What follows belongs to an exercise in optimizing a design on an open flow for small area, a short achievable clock period and few clock cycles per item; a production flow would make more cautious choices. Only simulation tests tie the RTL to the original design; equivalence was not proved. Power figures rest on the tool's default switching activity, not on a simulated workload.

Setup of before:
==> flow/design.v <==
module regfile
	(input logic clk, reset, we3,
	input logic [30:0] sel1, sel2,
	input logic [4:0] wa3,
	input logic [63:0] wd3,
	input logic wzero,                   
	output logic [63:0] rd1, rd2,
	output logic zero2,
	output logic [30:0] written);
	logic [30:0][63:0] REGS;
	logic [30:0] zf;
	always_ff @(posedge clk, posedge reset)
		if (reset) written <= '0;
		else if (we3 && wa3 != 5'd31) written[wa3] <= 1'b1;
	always_ff @(posedge clk)
		for (int i = 0; i < 31; i++)
			if (we3 && wa3 == i) begin
				REGS[i] <= wd3;
				zf[i] <= wzero;
			end
	always_comb begin
		rd1 = '0;
		rd2 = '0;
		zero2 = 1'b0;
		for (int i = 0; i < 31; i++) begin
			rd1 = rd1 | ({64{sel1[i]}} & REGS[i]);
			rd2 = rd2 | ({64{sel2[i]}} & REGS[i]);
			zero2 = zero2 | (sel2[i] & zf[i]);
		end
	end
endmodule
module processor_arm
	#(parameter N = 64)
	(input logic CLOCK_50, reset,
	output logic [N-1:0] IM_addr,
	input logic [31:0] IM_readData,
	output logic [N-1:0] DM_writeData, DM_addr,
	output logic DM_writeEnable, DM_readEnable,
	input logic [N-1:0] DM_readData);
	logic clk;
	assign clk = CLOCK_50;
	logic [7:0] lo;                      
	logic [11:0] mid;                    
	logic [41:0] top;                    
	logic [1:0] td;                      
	logic [11:0] hv;                     
	logic hc;
	logic [31:0] instr_D;                
	logic [7:0] tlo_D;                   
	logic tc_D;                          
	logic [63:0] A_E, B_E, S_E;          
	logic sub_E;                         
	logic [1:0] op_E;                    
	logic we_E, ld_E, st_E;
	logic [4:0] rd_E;
	logic [63:0] res_M, S_M;             
	logic zres_M;                        
	logic we_M, ld_M, st_M;
	logic [4:0] rd_M;
	logic stall, redirect_D;
	logic [13:0] mid_sum;
	assign mid_sum = {2'b00, mid} + {{2{hv[11]}}, hv} + {13'b0, hc};
	logic [41:0] top_next;
	always_comb begin
		logic all1, all0;
		all1 = 1'b1;
		all0 = 1'b1;
		for (int i = 0; i < 42; i++) begin
			top_next[i] = top[i] ^ ((td == 2'b01) ? all1 : (td == 2'b11) ? all0 : 1'b0);
			all1 = all1 & top[i];
			all0 = all0 & ~top[i];
		end
	end
	assign IM_addr = {top, mid, lo, 2'b00};
	logic f_uncond;
	logic [8:0] f_tlo;                   
	assign f_uncond = (IM_readData[31:24] == 8'hB4) && (IM_readData[4:0] == 5'd31);
	assign f_tlo = {1'b0, lo} + {1'b0, IM_readData[12:5]};
	logic [4:0] f_rn, f_p2;
	logic [30:0] sel1_F, sel1_D, sel2_F, sel2_D;
	logic f_movz;
	assign f_movz = (IM_readData[31:23] == 9'b110100101);
	assign f_rn = IM_readData[9:5];
	assign f_p2 = IM_readData[28] ? IM_readData[4:0] : IM_readData[20:16];
	always_comb
		for (int i = 0; i < 31; i++) begin
			sel1_F[i] = (f_rn == i) && !f_movz;
			sel2_F[i] = (f_p2 == i);
		end
	always_ff @(posedge clk, posedge reset)
		if (reset) begin
			lo <= '0;
			mid <= '0;
			top <= '0;
			td <= '0;
			hv <= '0;
			hc <= 1'b0;
			instr_D <= '0;
		end else begin
			if (redirect_D) begin
				lo <= tlo_D;
				hv <= {instr_D[23], instr_D[23:13]};
				hc <= tc_D;
				instr_D <= '0;
			end else if (!stall) begin
				mid <= mid_sum[11:0];
				top <= top_next;
				td <= mid_sum[13:12];
				instr_D <= IM_readData;
				if (f_uncond) begin
					lo <= f_tlo[7:0];
					hv <= {IM_readData[23], IM_readData[23:13]};
					hc <= f_tlo[8];
				end else begin
					lo <= lo + 8'd1;
					hv <= '0;
					hc <= (lo == 8'hFF);
				end
			end
		end
	always_ff @(posedge clk)
		if (!stall) begin
			tlo_D <= f_tlo[7:0];
			tc_D <= f_tlo[8];
		end
	always_ff @(posedge clk)
		for (int i = 0; i < 31; i++) begin
			sel1_D[i] <= stall ? ((instr_D[9:5] == i) && !isMOVZ) : sel1_F[i];
			sel2_D[i] <= stall ? (p2 == i) : sel2_F[i];
		end
	logic [10:0] op;
	logic isR, isSUB, isAND, isORR, isLD, isST, isCBZ, isMOVZ;
	logic [4:0] rn, rm, rt, p2;
	logic [63:0] wd_M;
	logic wzero_M;
	logic [63:0] rd1, rd2, res_E;
	logic zero_E;
	logic [30:0] written;
	assign op = instr_D[31:21];
	assign isAND = (op == 11'b10001010000);
	assign isORR = (op == 11'b10101010000);
	assign isSUB = (op == 11'b11001011000);
	assign isR = (op == 11'b10001011000) | isSUB | isAND | isORR;
	assign isLD = (op == 11'b11111000010);
	assign isST = (op == 11'b11111000000);
	assign isCBZ = (instr_D[31:24] == 8'b10110100) && (instr_D[4:0] != 5'd31);
	assign isMOVZ = (instr_D[31:23] == 9'b110100101);
	assign rt = instr_D[4:0];
	assign rn = instr_D[9:5];
	assign rm = instr_D[20:16];
	assign p2 = instr_D[28] ? rt : rm;
	logic rf_zero2;
	regfile registers (.clk(clk), .reset(reset), .we3(we_M), .sel1(sel1_D), .sel2(sel2_D), .wa3(rd_M),
		.wd3(wd_M), .wzero(wzero_M), .rd1(rd1), .rd2(rd2), .zero2(rf_zero2), .written(written));
	logic e1, e2, m1, m2, n1, n2;
	logic d_we;
	assign d_we = (isR || isLD || isMOVZ) && (instr_D[4:0] != 5'd31);
	logic [31:0] unwritten;
	always_comb begin
		unwritten = {1'b0, ~written};
		if (we_M) unwritten[rd_M] = 1'b0;
	end
	always_ff @(posedge clk, posedge reset)
		if (reset) begin
			e1 <= 1'b0;
			e2 <= 1'b0;
			m1 <= 1'b0;
			m2 <= 1'b0;
			n1 <= 1'b0;
			n2 <= 1'b0;
		end else if (stall) begin
			e1 <= 1'b0;
			e2 <= 1'b0;
			m1 <= we_E && (rd_E == rn) && !isMOVZ;
			m2 <= we_E && (rd_E == p2);
			n1 <= unwritten[rn] && !isMOVZ;
			n2 <= unwritten[p2];
		end else begin
			e1 <= d_we && (instr_D[4:0] == f_rn) && !f_movz;
			e2 <= d_we && (instr_D[4:0] == f_p2);
			m1 <= we_E && (rd_E == f_rn) && !f_movz;
			m2 <= we_E && (rd_E == f_p2);
			n1 <= unwritten[f_rn] && !f_movz;
			n2 <= unwritten[f_p2];
		end
	logic use1, use2;
	assign use1 = isR | isLD | isST;
	assign use2 = isR | isST | isCBZ;
	assign stall = (ld_E && ((use1 && e1) || (use2 && e2))) || (isCBZ && ld_M && m2);
	logic [63:0] o1, o2;
	assign o1 = m1 ? wd_M : n1 ? {59'b0, rn} : rd1;
	assign o2 = m2 ? wd_M : n2 ? {59'b0, p2} : rd2;
	logic rt_zero;
	assign rt_zero = e2 ? zero_E : m2 ? zres_M : n2 ? (p2 == 5'd0) : rf_zero2;
	assign redirect_D = isCBZ && !stall && rt_zero;
	logic [63:0] imm;
	always_comb
		if (isMOVZ) imm = {48'b0, instr_D[20:5]} << {instr_D[22:21], 4'b0};
		else imm = {{55{instr_D[20]}}, instr_D[20:12]};
	logic [63:0] resA_E;
	always_ff @(posedge clk) begin
		A_E <= e1 ? resA_E : (isSUB ? ~o1 : o1);
		B_E <= (e2 && isR) ? res_E : (isR ? o2 : imm);
		S_E <= e2 ? res_E : o2;
		sub_E <= isSUB;
		op_E <= {isORR, isAND};
		rd_E <= instr_D[4:0];
	end
	always_ff @(posedge clk, posedge reset)
		if (reset) begin
			we_E <= 1'b0;
			ld_E <= 1'b0;
			st_E <= 1'b0;
		end else begin
			we_E <= !stall && d_we;
			ld_E <= !stall && isLD;
			st_E <= !stall && isST;
		end
	logic [63:0] sum_E;
	logic subA;
	assign sum_E = A_E + B_E;
	assign subA = sub_E ^ isSUB;
	always_comb
		case (op_E)
			2'b01: begin res_E = A_E & B_E; resA_E = (A_E & B_E) ^ {64{isSUB}}; end
			2'b10: begin res_E = A_E | B_E; resA_E = (A_E | B_E) ^ {64{isSUB}}; end
			default: begin res_E = sum_E ^ {64{sub_E}}; resA_E = sum_E ^ {64{subA}}; end
		endcase
	always_comb
		case (op_E)
			2'b01: zero_E = ((A_E & B_E) == 64'b0);
			2'b10: zero_E = ((A_E | B_E) == 64'b0);
			default: zero_E = sub_E ? ((A_E ^ B_E) == '1) : ((A_E ^ B_E) == {A_E[62:0] | B_E[62:0], 1'b0});
		endcase
	always_ff @(posedge clk) begin
		res_M <= res_E;
		zres_M <= zero_E;
		S_M <= S_E;
		rd_M <= rd_E;
	end
	always_ff @(posedge clk, posedge reset)
		if (reset) begin
			we_M <= 1'b0;
			ld_M <= 1'b0;
			st_M <= 1'b0;
		end else begin
			we_M <= we_E;
			ld_M <= ld_E;
			st_M <= st_E;
		end
	assign DM_addr = res_M;
	assign DM_writeData = S_M;
	assign DM_writeEnable = st_M;
	assign DM_readEnable = ld_M;
	assign wd_M = ld_M ? DM_readData : res_M;
	assign wzero_M = ld_M ? (DM_readData == 64'b0) : zres_M;
endmodule
export LEC_CHECK = 0
export CAP_MARGIN = 20
export CORE_MARGIN = 2
export CORE_UTILIZATION = 45
export PLACE_DENSITY = 0.7
export SETUP_SLACK_MARGIN = 5.0
export SLEW_MARGIN = 35
create_clock -name core_clock -period 8.5 [get_ports {CLOCK_50}]
standard.sh (not shown) runs the stock make flow with config.mk's settings and CLKGATE_MAP_FILE= SYNTH_SCRIPT=/design/flow/synth_recipe.tcl, a recipe that flattens the netlist after the stock synthesis.
==> flow/flow/run.sh <==
#!/bin/bash
# Own flow: the standard layout (standard.sh, unchanged synthesis and steps), with
# - the port buffers made from ordinary buffer cells instead of the clkdlybuf4s50
#   delay cells that buffer_ports picks by default;
# - clock tree synthesis with larger sink clusters and without dummy loads.
set -euo pipefail
bash standard.sh \
  "BUFFER_PORTS_ARGS=-buffer_cell sky130_fd_sc_hd__buf_4" \
  "SETUP_SLACK_MARGIN=5.25" \
  "CTS_ARGS=-sink_clustering_enable -repair_clock_nets -dont_use_dummy_load -sink_clustering_size 24 -sink_clustering_max_diameter 80" \
  finish > standard_flow.log 2>&1
Testbench counts of before, summed over its fixed seeds: cycles 229,640, instrs 217,597.
#### Input delta (after over before)
Settings: CORE_UTILIZATION now 40, was 45; PLACE_DENSITY no longer set, was 0.7.
diff --git a/flow/flow/run.sh b/flow/flow/run.sh
--- a/flow/flow/run.sh
+++ b/flow/flow/run.sh
@@ -7,5 +7,5 @@
 bash standard.sh \
   "BUFFER_PORTS_ARGS=-buffer_cell sky130_fd_sc_hd__buf_4" \
-  "SETUP_SLACK_MARGIN=5.25" \
+  "SETUP_SLACK_MARGIN=5.5" \
   "CTS_ARGS=-sink_clustering_enable -repair_clock_nets -dont_use_dummy_load -sink_clustering_size 24 -sink_clustering_max_diameter 80" \
   finish > standard_flow.log 2>&1
### Flow results
Capture point of the worst path: B_E[34]$_DFF_P_ -> before, top[6]$_DFFE_PP0P_ -> after. Summary — internal cell power, after relative to before: higher, by about 2.2%. Looking at the reports, before completed the entire flow and the layout it produced met the timing, DRC and antenna checks. The flow did not stop early for after: all stages ran, and the layout cleared the timing, DRC and antenna checks. Of after and before, the run reporting the lower endpoint arrival time on the critical path was after. On sequential power, after tracks before almost exactly. Between after and before, the synthesis-to-finish area growth is lower for before.

[re-timing with driven ports]
How much do the figures lean on ideal ports? The routed layouts below were timed once more, with nothing changed but the port constraints. Step 1 assumes that a clkbuf_16 drives the clock port and a buf_2 every other input. Step 2 times the ports against the registers' clock, not the clock port: input delays grow and output delays shrink by t, the midpoint of the rising clock arrivals with the driver on. Three values: no drivers, after step 1, after step 2; two values: the first two.
run	t (ns)	setup slack, ns	worst setup path at the end	clock arrival spread, ns	worst data-port slew with drivers (ns)
before	0.930	4.963 / 4.963 / 4.314	input to register	0.130 / 0.130	0.11
after	0.984	5.132 / 5.119 / 4.476	input to register	0.106 / 0.106	0.14
After both steps setup and hold are still met in every run listed. For after, which loses most, drivers alone change the setup slack by -0.013 ns; drivers and shift together by -0.656 ns.
